Context: an optimization exercise on an open-source flow, tuned for small area. The choices shown serve that exercise and are no tape-out recipe. Function was checked by simulation only, so behaviour that the tests miss may differ from the original. The clock port is modelled as an ideal driver, which makes a skipped or thinned clock tree look cheaper than it is; a real chip needs a root buffer or a tree.

==> flow/design.v <==
module UART_top #(parameter debounce_period_Hz = 10000,
                  parameter clk_divisor = 868,
                  parameter num_bits = 8,
                  parameter parity = 0)
(
  input  logic       clk,
  input  logic       RSTn,
  input  logic       start,
  input  logic [7:0] data_in,
  output logic [7:0] data_out,
  input  logic       RX,
  output logic       TX
);
logic        s1, thr, btn;
logic [13:0] dq;
wire [13:0] dl     = dq ^ 14'h2aaa;
wire        d_x    = start ^ s1;
wire        d_last = (dl == 14'h1560);
wire [13:0] d_sh   = {dl[12:0], ^(dl & 14'h2001)};
wire [13:0] d_nx   = thr ? 14'h3ffe : (d_x && !d_last) ? 14'h3fff : d_sh;
wire        go     = thr & start & ~btn;
always_ff @(posedge clk or negedge RSTn)
  if (!RSTn) begin
    s1 <= 1'b0; thr <= 1'b0; btn <= 1'b0; dq <= 14'h1557;
  end else begin
    s1  <= start;
    thr <= d_last;
    if (thr) btn <= start;
    dq  <= d_nx ^ 14'h2aaa;
  end
localparam logic [3:0] HALF = 4'd15, IDLE = 4'd10;
function automatic logic [3:0] inc4(input logic [3:0] k, input logic a);
  inc4 = k ^ {a & k[2] & k[1] & k[0], a & k[1] & k[0], a & k[0], a};
endfunction
logic [3:0] tk;
logic [9:0] tc;
logic       txr, pre, f;
wire [9:0] tl     = tc ^ 10'h155;
wire       t_term = (tl == 10'h155);
wire       t_idle = tk[3] & tk[1] & ~tk[0];
wire       t_acc  = go;
wire [9:0] t_sh   = {tl[8:0], ^(tl & 10'h300)};
wire [9:0] t_nx   = t_acc ? 10'h141 : t_term ? 10'h4 : t_sh;
wire       par    = ^data_in;
always_comb
  if (tk[3]) f = ~tk[2] & (tk[0] | par);    
  else       f = data_in[tk[2:0]];
always_ff @(posedge clk) begin
  pre <= f;
  tc  <= t_nx ^ 10'h155;
end
always_ff @(posedge clk or negedge RSTn)
  if (!RSTn) begin
    tk <= IDLE; txr <= 1'b1;
  end else begin
    if (t_term && !t_idle) txr <= pre;
    if (t_acc) tk <= HALF;
    else       tk <= inc4(tk, t_term & ~t_idle);
  end
assign TX = txr;
logic       sr;
logic [3:0] rk;
logic [9:0] rc;
logic [7:0] dout;
wire [9:0] rl     = rc ^ 10'h155;
wire       r_term = (rl == 10'h155);
wire       r_idle = rk[3] & rk[1] & ~rk[0];
wire       r_acc  = r_idle & ~sr;
wire [9:0] r_sh   = {rl[8:0], ^(rl & 10'h300)};
wire [9:0] r_nx   = r_acc ? 10'h3e : r_term ? 10'h4 : r_sh;
always_ff @(posedge clk) rc <= r_nx ^ 10'h155;
always_ff @(posedge clk or negedge RSTn)
  if (!RSTn) begin
    sr <= 1'b1; rk <= IDLE; dout <= 8'd0;
  end else begin
    sr <= RX;
    if (r_acc) rk <= HALF;
    else       rk <= inc4(rk, r_term & ~r_idle);
    for (int i = 0; i < 8; i++)
      if (r_term && rk == i) dout[i] <= sr;
  end
assign data_out = dout;
endmodule
export LEC_CHECK = 0
export CAP_MARGIN = 20
export CORE_MARGIN = 2
export CORE_UTILIZATION = 50
export SLEW_MARGIN = 20
create_clock -name core_clock -period 10.0 [get_ports {clk}]
standard.sh (not shown) runs the stock make flow with config.mk's settings and CLKGATE_MAP_FILE= SYNTH_SCRIPT=/design/flow/synth_recipe.tcl, a recipe that flattens the netlist after the stock synthesis.
==> flow/flow/run.sh <==
#!/bin/bash
# The standard layout (standard.sh) with these changes:
#  - synthesis is the standard flow's script (synth_recipe.tcl) with ABC run on an
#    area-oriented script (flow/abc_area.script); registers are mapped before
#    ABC runs, so they are the standard synthesis's;
#  - the ports are buffered with the smallest buffer, sky130_fd_sc_hd__buf_1;
#  - the clock tree is one level of clock buffers (flow/cts_pre.tcl) instead
#    of TritonCTS's H-tree.
# Each step's full log is in orfs/logs/; make's own output goes to standard.log.
set -euo pipefail
here=$(pwd)
cat flow/abc_hook.tcl synth_recipe.tcl > my_synth.tcl
sed "s#SYNTH_SCRIPT=[^ ]*#SYNTH_SCRIPT=$here/my_synth.tcl#" standard.sh > my_standard.sh
grep -q "SYNTH_SCRIPT=$here/my_synth.tcl" my_standard.sh
export MY_ABC_SCRIPT="$here/flow/abc_area.script"
export BUFFER_PORTS_ARGS="-buffer_cell sky130_fd_sc_hd__buf_1"
export PRE_CTS_TCL="$here/flow/cts_pre.tcl"
bash my_standard.sh finish > standard.log 2>&1
Other scripts of this flow, unchanged in this note and not shown: flow/flow/abc_area.script, flow/flow/abc_hook.tcl, flow/flow/cts_pre.tcl
Rerun with:
==> flow/design.v (replaced) <==
module UART_top #(parameter debounce_period_Hz = 10000,
                  parameter clk_divisor = 868,
                  parameter num_bits = 8,
                  parameter parity = 0)
(
  input  logic       clk,
  input  logic       RSTn,
  input  logic       start,
  input  logic [7:0] data_in,
  output logic [7:0] data_out,
  input  logic       RX,
  output logic       TX
);
logic        s1, thr, btn;
logic [13:0] dq;
wire [13:0] dl     = dq ^ 14'h1555;
wire        d_x    = start ^ s1;
wire        d_last = (dl == 14'h184b);
wire [13:0] d_sh   = {dl[12:0], ~^(dl & 14'h3000)};
wire [13:0] d_nx   = thr ? 14'h1 : (d_x && !d_last) ? 14'h0 : d_sh;
wire        go     = thr & start & ~btn;
always_ff @(posedge clk or negedge RSTn)
  if (!RSTn) begin
    s1 <= 1'b0; thr <= 1'b0; btn <= 1'b0; dq <= 14'h1556;
  end else begin
    s1  <= start;
    thr <= d_last;
    if (thr) btn <= start;
    dq  <= d_nx ^ 14'h1555;
  end
localparam logic [3:0] HALF = 4'd15, IDLE = 4'd10;
function automatic logic [3:0] inc4(input logic [3:0] k, input logic a);
  inc4 = k ^ {a & k[2] & k[1] & k[0], a & k[1] & k[0], a & k[0], a};
endfunction
logic [3:0] tk;
logic [9:0] tc;
logic       txr, pre, f;
wire [9:0] tl     = tc ^ 10'h2aa;
wire       t_term = (tl == 10'h2aa);
wire       t_idle = tk[3] & tk[1] & ~tk[0];
wire       t_acc  = go;
wire [9:0] t_sh   = {tl[8:0], ^(tl & 10'h240)};
wire [9:0] t_nx   = t_acc ? 10'h270 : t_term ? 10'h2 : t_sh;
wire       par    = ^data_in;
always_comb
  if (tk[3]) f = ~tk[2] & (tk[0] | par);    
  else       f = data_in[tk[2:0]];
always_ff @(posedge clk) begin
  pre <= f;
  tc  <= t_nx ^ 10'h2aa;
end
always_ff @(posedge clk or negedge RSTn)
  if (!RSTn) begin
    tk <= IDLE; txr <= 1'b1;
  end else begin
    if (t_term && !t_idle) txr <= pre;
    if (t_acc) tk <= HALF;
    else       tk <= inc4(tk, t_term & ~t_idle);
  end
assign TX = txr;
logic       sr;
logic [3:0] rk;
logic [9:0] rc;
logic [7:0] dout;
wire [9:0] rl     = rc ^ 10'h2aa;
wire       r_term = (rl == 10'h2aa);
wire       r_idle = rk[3] & rk[1] & ~rk[0];
wire       r_acc  = r_idle & ~sr;
wire [9:0] r_sh   = {rl[8:0], ^(rl & 10'h240)};
wire [9:0] r_nx   = r_acc ? 10'h20f : r_term ? 10'h2 : r_sh;
always_ff @(posedge clk) rc <= r_nx ^ 10'h2aa;
always_ff @(posedge clk or negedge RSTn)
  if (!RSTn) begin
    sr <= 1'b1; rk <= IDLE; dout <= 8'd0;
  end else begin
    sr <= RX;
    if (r_acc) rk <= HALF;
    else       rk <= inc4(rk, r_term & ~r_idle);
    for (int i = 0; i < 8; i++)
      if (r_term && rk == i) dout[i] <= sr;
  end
assign data_out = dout;
endmodule
Worst hold slack gets worse by 0.0040 ns.
Fmax went up by 6.7%.
First-iteration DRC count went up by 110%.
Critical path depth went up by 3.
Synthesized area went up by 0.61%.
No run of this note takes its clock network from TritonCTS; it comes from the design's own scripts or RTL.

==> re-timing with driven ports <==
The flow's constraints put no driver on any port. The routed layouts listed below were extracted and timed again, unchanged, in two steps. Step 1 assumes that a clkbuf_16 drives the clock port and a buf_2 every other input. Step 2 moves the port delays by t, midway between the first and last clock arrival at a register: inputs arrive t later, outputs are due t later. That takes back most of the time a late clock gives input paths. Three values: no drivers, after step 1, after step 2; two values: the first two.
run	shift t [ns]	setup slack, ns	clock arrival spread, ns	worst slew at a driven data input, ns	pins driven straight from the clock port
the first run	0.204	6.945 / 6.966 / 6.762	0.012 / 0.012	0.03	3
the second run	0.206	7.136 / 7.111 / 6.956	0.004 / 0.003	0.03	3
After both steps setup and hold are still met in every run listed. The setup slack of the first run, which loses most, moves by +0.021 ns with the drivers and by -0.183 ns with both steps.
